This design comes from an exercise in tuning for small area and a short achievable clock period on the open sky130 flow, not from production work. Power and IR drop assume default switching activity.

==> try-cedar <==
Design calculator, start of the top module:
module calculator(
    input logic CLK100MHZ,
    input logic RST,      
    input logic [15:0] SW,
    input logic BTNU,  
    input logic BTND,  
    input logic BTNL,  
    input logic BTNR,  
    input logic BTNC,  
    output logic [7:0] AN,       
    output logic [7:0] out       
    );
Settings: LEC_CHECK=0, CAP_MARGIN=20, CORE_MARGIN=2, CORE_UTILIZATION=40, SLEW_MARGIN=20, SYNTH_HIERARCHICAL=1, SYNTH_MINIMUM_KEEP_SIZE=0; clock period 160.0 ns.
run.sh (not shown) runs the stock make flow with config.mk's settings and CLKGATE_MAP_FILE= SYNTH_SCRIPT=/design/flow/synth_recipe.tcl, a recipe that flattens the netlist after the stock synthesis.
==> inputs of try-violet, as changes to try-cedar <==
--- a/flow/design.v
+++ b/flow/design.v
@@ -53,18 +53,23 @@
     generate
         for (k = 0; k < NBITS; k++) begin : g_stage
             logic [4*NDIG-1:0] cur, corr;
             if (k == INJ) begin : g_inj
                 for (j = 0; j < NDIG; j++) begin : g_d
                     if (dmax(k, j) == 0) begin : g_z
                         assign cur[4*j +: 4] = st[k][4*j +: 4];
                     end else if (j == 0) begin : g_0
+                        logic [2:0] ta, tb;
                         assign cur[3] = st[k][3] & ~inj;
-                        assign cur[2:0] = inj ? inj_val : st[k][2:0];
+                        for (genvar b = 0; b < 3; b++) begin : g_b
+                            g_nand2 ua (.a(inj), .b(inj_val[b]), .y(ta[b]));
+                            g_nand2 ub (.a(~inj), .b(st[k][b]), .y(tb[b]));
+                            g_nand2 uc (.a(ta[b]), .b(tb[b]), .y(cur[b]));
+                        end
                     end else begin : g_n
                         assign cur[4*j +: 4] = st[k][4*j +: 4] & {4{~inj}};
                     end
                 end
             end else begin : g_pass
                 assign cur = st[k];
             end
             for (j = 0; j < NDIG; j++) begin : g_dig
@@ -101,16 +106,17 @@
 module g_a21o (input logic a1, a2, b1, output logic y);     assign y = (a1 & a2) | b1; endmodule
 module g_a21oi(input logic a1, a2, b1, output logic y);     assign y = ~((a1 & a2) | b1); endmodule
 module g_o22a (input logic a1, a2, b1, b2, output logic y); assign y = (a1 | a2) & (b1 | b2); endmodule
 module g_a31oi(input logic a1, a2, a3, b1, output logic y); assign y = ~((a1 & a2 & a3) | b1); endmodule
 module g_o31ai(input logic a1, a2, a3, b1, output logic y); assign y = ~((a1 | a2 | a3) & b1); endmodule
 module g_nor4 (input logic a, b, c, d, output logic y);     assign y = ~(a | b | c | d); endmodule
 module g_nor3 (input logic a, b, c, output logic y);        assign y = ~(a | b | c); endmodule
 module g_nand4(input logic a, b, c, d, output logic y);     assign y = ~(a & b & c & d); endmodule
+module g_a222oi(input logic a1, a2, b1, b2, c1, c2, output logic y); assign y = ~((a1 & a2) | (b1 & b2) | (c1 & c2)); endmodule
 module g_maj3 (input logic a, b, c, output logic y);        assign y = (a & b) | (a & c) | (b & c); endmodule
 module seven_segment(
     input  logic [3:0] sw_in,
     output logic [6:0] out
     );
     logic [3:0] x;
     assign x = sw_in;
     logic a0, a1, b0, b1, c0, d0, d1, e0, f0, g0, g1, x3n;
@@ -136,54 +142,64 @@
 module cl_fa(input logic a, b, c, output logic s, co);
     assign s  = a ^ b ^ c;
     assign co = (a & b) | (a & c) | (b & c);
 endmodule
 module cl_ha(input logic a, b, output logic s, co);
     assign s  = a ^ b;
     assign co = a & b;
 endmodule
+module cl_han(input logic an, bn, output logic sn, con);
+    g_xnor2 u_s (.a(an), .b(bn), .y(sn));
+    g_or2   u_c (.a(an), .b(bn), .y(con));
+endmodule
 module cl_mul15(
     input  logic [14:0] x, y,
-    output logic [29:0] p
+    output logic [29:0] pn
     );
-    logic [14:0] s [0:14];
-    logic [14:0] c [0:14];
+    logic [14:0] s [0:14];    
+    logic [14:0] c [0:14];    
+    logic [14:0] pp [0:14];   
     genvar i, j;
     generate
+        for (i = 0; i < 15; i++) begin : g_pp
+            for (j = 0; j < 15; j++) begin : g_c
+                g_nand2 u (.a(x[j]), .b(y[i]), .y(pp[i][j]));
+            end
+        end
         for (j = 0; j < 15; j++) begin : g_r0
-            assign s[0][j] = x[j] & y[0];
-            assign c[0][j] = 1'b0;
+            assign s[0][j] = pp[0][j];
+            assign c[0][j] = 1'b1;
         end
         for (i = 1; i < 15; i++) begin : g_row
             for (j = 0; j < 15; j++) begin : g_col
                 if (j == 14) begin : g_h
-                    cl_ha h (.a(x[j] & y[i]), .b(c[i-1][j]), .s(s[i][j]), .co(c[i][j]));
+                    cl_han h (.an(pp[i][j]), .bn(c[i-1][j]), .sn(s[i][j]), .con(c[i][j]));
                 end else if (i == 1) begin : g_h1
-                    cl_ha h (.a(x[j] & y[i]), .b(s[i-1][j+1]), .s(s[i][j]), .co(c[i][j]));
+                    cl_han h (.an(pp[i][j]), .bn(s[i-1][j+1]), .sn(s[i][j]), .con(c[i][j]));
                 end else begin : g_f
-                    cl_fa f (.a(x[j] & y[i]), .b(s[i-1][j+1]), .c(c[i-1][j]), .s(s[i][j]), .co(c[i][j]));
+                    cl_fa f (.a(pp[i][j]), .b(s[i-1][j+1]), .c(c[i-1][j]), .s(s[i][j]), .co(c[i][j]));
                 end
             end
         end
         for (i = 0; i < 15; i++) begin : g_lo
-            assign p[i] = s[i][0];
+            assign pn[i] = s[i][0];
         end
     endgenerate
     logic [13:0] rc;
     generate
         for (j = 0; j < 14; j++) begin : g_fin
             if (j == 0) begin : g_h
-                cl_ha h (.a(s[14][j+1]), .b(c[14][j]), .s(p[15+j]), .co(rc[j]));
+                cl_han h (.an(s[14][j+1]), .bn(c[14][j]), .sn(pn[15+j]), .con(rc[j]));
             end else begin : g_f
-                cl_fa f (.a(s[14][j+1]), .b(c[14][j]), .c(rc[j-1]), .s(p[15+j]), .co(rc[j]));
+                cl_fa f (.a(s[14][j+1]), .b(c[14][j]), .c(rc[j-1]), .s(pn[15+j]), .co(rc[j]));
             end
         end
     endgenerate
-    assign p[29] = rc[13] | c[14][14];
+    g_and2 u_top (.a(rc[13]), .b(c[14][14]), .y(pn[29]));
 endmodule
 module cl_divrow #(parameter int W = 1, parameter bit P = 0) (
     input  logic [W-1:0] t,
     input  logic [W-1:0] opx,
     input  logic         cinx,
     input  logic         hzx,
     output logic         q,
     output logic [W-1:0] r
@@ -221,16 +237,33 @@
         end
     endgenerate
     assign q = cy[W] ^ P;
 endmodule
 module cl_absmag(
     input  logic [15:0] x,
     output logic [15:0] m
     );
+    logic [15:0] lo;          
+    genvar i;
+    generate
+        for (i = 0; i < 16; i++) begin : g_lo
+            if (i == 0) begin : g_z
+                assign lo[i] = 1'b0;
+            end else begin : g_n
+                assign lo[i] = |x[i-1:0];
+            end
+        end
+    endgenerate
+    assign m = x ^ ({16{x[15]}} & lo);
+endmodule
+module cl_abstop(
+    input  logic [15:0] x,
+    output logic [2:0]  m        
+    );
     logic s;
     assign s = x[15];
     logic [2:0] ng;           
     genvar i;
     generate
         for (i = 0; i < 3; i++) begin : g_ng
             g_nor4 u (.a(x[4*i]), .b(x[4*i+1]), .c(x[4*i+2]), .d(x[4*i+3]), .y(ng[i]));
         end
@@ -240,44 +273,22 @@
     g_nor2  u_n13 (.a(x[12]), .b(x[13]), .y(n13));
     g_nor3  u_n14 (.a(x[12]), .b(x[13]), .c(x[14]), .y(n14));
     logic lo13, lo14, lo15;   
     g_nand4 u_l13 (.a(ng[0]), .b(ng[1]), .c(ng[2]), .d(n12), .y(lo13));
     g_nand4 u_l14 (.a(ng[0]), .b(ng[1]), .c(ng[2]), .d(n13), .y(lo14));
     g_nand4 u_l15 (.a(ng[0]), .b(ng[1]), .c(ng[2]), .d(n14), .y(lo15));
     logic sn;
     g_inv   u_sn  (.a(s), .y(sn));
-    g_nor2  u_m15 (.a(sn), .b(lo15), .y(m[15]));
+    g_nor2  u_m15 (.a(sn), .b(lo15), .y(m[2]));
     logic t13, t14;
     g_and2  u_t13 (.a(s), .b(lo13), .y(t13));
     g_and2  u_t14 (.a(s), .b(lo14), .y(t14));
-    g_xor2  u_m13 (.a(x[13]), .b(t13), .y(m[13]));
-    g_xor2  u_m14 (.a(x[14]), .b(t14), .y(m[14]));
-    logic [12:0] lo;
-    generate
-        for (i = 0; i < 13; i++) begin : g_lo
-            if (i == 0) begin : g_z
-                assign lo[i] = 1'b0;
-            end else begin : g_n
-                logic part, grp;
-                if (i % 4 == 0) begin : g_p0
-                    assign part = 1'b0;
-                end else begin : g_p
-                    assign part = |x[i-1 : i - i % 4];
-                end
-                if (i < 4) begin : g_g0
-                    assign grp = 1'b0;
-                end else begin : g_g
-                    assign grp = ~&ng[i/4 - 1 : 0];
-                end
-                assign lo[i] = part | grp;
-            end
-        end
-    endgenerate
-    assign m[12:0] = x[12:0] ^ ({13{s}} & lo);
+    g_xor2  u_m13 (.a(x[13]), .b(t13), .y(m[0]));
+    g_xor2  u_m14 (.a(x[14]), .b(t14), .y(m[1]));
 endmodule
 module calculator(
     input logic CLK100MHZ,
     input logic RST,      
     input logic [15:0] SW,
     input logic BTNU,  
     input logic BTND,  
     input logic BTNL,  
@@ -315,22 +326,24 @@
         for (gi = 0; gi < 20; gi++) begin : g_rf
             cl_ha h (.a(refresh[gi]), .b(rfc[gi]), .s(refresh_next[gi]), .co(rfc[gi+1]));
         end
     endgenerate
     logic s;
     assign s = SW[15];
     logic [15:0] b_mag;
     cl_absmag u_abs (.x(SW), .m(b_mag));
-    logic [29:0] pm;
-    cl_mul15 u_mul (.x(a_mag[14:0]), .y(b_mag[14:0]), .p(pm));
-    logic [30:0] prod;
+    logic [2:0] b_top;        
+    cl_abstop u_abst (.x(SW), .m(b_top));
+    logic [29:0] pmn;
+    cl_mul15 u_mul (.x(a_mag[14:0]), .y(b_mag[14:0]), .pn(pmn));
+    logic [30:0] prodn;
     always_comb begin
-        prod = {1'b0, pm};
-        prod[30:15] = {1'b0, pm[29:15]} | ({16{a_mag[15]}} & b_mag) | ({16{b_mag[15]}} & a_mag);
+        prodn = {1'b1, pmn};
+        prodn[30:15] = {1'b1, pmn[29:15]} & ~({16{a_mag[15]}} & b_mag) & ~({16{b_mag[15]}} & a_mag);
     end
     logic [15:0] hzs, hzr;    
     assign hzs[15] = 1'b1;
     assign hzr[15] = 1'b1;
     generate
         for (gi = 14; gi >= 0; gi--) begin : g_hz
             assign hzs[gi] = hzs[gi+1] & ~b_mag[gi+1];
             assign hzr[gi] = hzr[gi+1] & ~a_mag[gi+1];
@@ -398,23 +411,23 @@
             cl_fa f (.a(a_mag[gi]), .b(b_mag[gi] ^ eff_sub), .c(ac[gi]), .s(asum[gi]), .co(ac[gi+1]));
         end
     endgenerate
     logic [16:0] as_m;
     assign as_m = {ac[16] & ~eff_sub, asum ^ {16{flip}}};
     logic [30:0] res_m;
     logic        res_neg;
     always_comb begin
-        res_m = '0;
+        res_m = '1;
         res_neg = 1'b0;
         if (op[0] | op[1]) begin
-            res_m = {14'd0, as_m};
+            res_m = ~{14'd0, as_m};
             res_neg = a_neg ^ flip;
         end else if (op[2]) begin
-            res_m = prod;
+            res_m = prodn;
             res_neg = a_neg ^ s;
         end else if (op[3]) begin
             res_m = dstate;
             res_neg = a_neg ^ s;
         end
     end
     always_ff @(posedge CLK100MHZ) begin
         if (RST) begin
@@ -452,35 +465,44 @@
             r_div <= op[3];
         end
     end
     logic [2:0] d;
     assign d = refresh[19:17];
     logic is_res;
     assign is_res = (state == RES);
     logic [15:0] rlo;         
-    assign rlo = r_div ? (quot & {16{d_nz}}) : r_mag[15:0];
+    assign rlo = r_div ? (quot & {16{d_nz}}) : ~r_mag[15:0];
     logic [30:0] val;
-    assign val[30:16] = r_mag[30:16] & {15{~r_div}};
+    assign val[30:16] = ~(r_mag[30:16] | {15{r_div}});
     assign val[15:13] = rlo[15:13];
     assign val[12:0]  = is_res ? rlo[12:0] : b_mag[12:0];
     logic neg;
     assign neg = is_res ? (r_neg & ((|val[30:16]) | (|rlo))) : s;
     logic [31:0] bcd;
     bin32_to_bcd #(.NBITS(31), .NDIG(8), .INJ(18)) u_bcd (.binary(val), .inj(~is_res),
-                                                          .inj_val(b_mag[15:13]), .bcd(bcd));
+                                                          .inj_val(b_top), .bcd(bcd));
     logic [7:0] dsel;
     always_comb begin
         dsel = '0;
         dsel[d] = 1'b1;
     end
     logic minus;
     assign minus = dsel[7] & neg;
     logic [3:0] nib;
-    always_comb begin
-        nib = {4{minus}};
-        for (int i = 0; i < 8; i++) nib = nib | ({4{dsel[i]}} & bcd[4*i +: 4]);
-    end
+    genvar gb;
+    generate
+        for (gb = 0; gb < 4; gb++) begin : g_nib
+            logic t0, t1, t2;
+            g_a222oi u0 (.a1(dsel[0]), .a2(bcd[gb]),      .b1(dsel[1]), .b2(bcd[4+gb]),
+                         .c1(dsel[2]), .c2(bcd[8+gb]),    .y(t0));
+            g_a222oi u1 (.a1(dsel[3]), .a2(bcd[12+gb]),   .b1(dsel[4]), .b2(bcd[16+gb]),
+                         .c1(dsel[5]), .c2(bcd[20+gb]),   .y(t1));
+            g_a222oi u2 (.a1(dsel[6]), .a2(bcd[24+gb]),   .b1(dsel[7]), .b2(bcd[28+gb]),
+                         .c1(minus),   .c2(1'b1),         .y(t2));
+            g_nand3  u3 (.a(t0), .b(t1), .c(t2), .y(nib[gb]));
+        end
+    endgenerate
     logic [6:0] seg;
     seven_segment u_seg (.sw_in(nib), .out(seg));
     assign AN  = ~dsel;
     assign out = {1'b1, seg};
 endmodule
==> run notes <==
Final worst-path setup slack: try-violet 84.93 ns; try-cedar 84.45 ns
Starting density of the core: try-violet 0.4031; try-cedar 0.4031
Met1 capacity usage during global routing: try-violet 0.2544; try-cedar 0.2676
Count leader, synth: try-violet nand2_1; try-cedar fa_1
GR Layer Usage met3: try-violet 0.01861; try-cedar 0.02260
Fraction of layout instances using a drive strength above 1: try-violet 0.05774; try-cedar 0.04583
Launch point of the worst hold path: try-violet op[1]; try-cedar op[0]
Non-CTS buffers: try-violet 89; try-cedar 84
Top routing layer used: try-violet met4; try-cedar met5
Worst Max-Slew Pin Slew: try-violet 1.035 ns; try-cedar 1.098 ns
Wire length of the first global-routing pass: try-violet 101000 µm; try-cedar 98010 µm
Most common library cell in the layout ignoring fill and taps: try-violet nand2_1; try-cedar fa_1
Area fraction in and, or, nand and nor cells after synthesis: try-violet 0.2137; try-cedar 0.2147
Worst IR Drop VDD: try-violet 0.00003114 V; try-cedar 0.00003739 V
Synthesized-area fraction occupied by ao, oa, aoi and oai cells: try-violet 0.1970; try-cedar 0.1858
Hold Crit Endpoint: try-violet op[1]; try-cedar op[0]
Result of the run: try-violet timing/DRC/antenna clean; try-cedar timing/DRC/antenna clean
No run of this note included a check of the RTL's function; only the layout flow was run.

==> static timing again, ports no longer ideal <==
The results above use ideal ports. As a check the final layouts listed here were re-extracted and re-timed, cells and wires unchanged.
Step 1 (the two cells are an assumption about what drives the block):
set clk [get_ports {CLK100MHZ}]
set_driving_cell -lib_cell sky130_fd_sc_hd__clkbuf_16 $clk
set_driving_cell -lib_cell sky130_fd_sc_hd__buf_2 [delete_from_list [all_inputs] $clk]
Step 2 times the ports against the registers' clock, not the clock port: input delays grow and output delays shrink by t, the midpoint of the rising clock arrivals with the driver on.
a / b / c = ideal / step 1 / step 2; a / b = the first two.
| run | t, ns | setup slack, ns | clock arrival spread, ns | cell pins on the clock port's net |
|---|---|---|---|---|
| try-cedar | 0.385 | 84.450 / 84.428 / 84.428 | 0.010 / 0.009 | 1 |
| try-violet | 0.386 | 84.926 / 84.904 / 84.904 | 0.009 / 0.010 | 1 |
After both steps setup and hold are still met in every run listed.
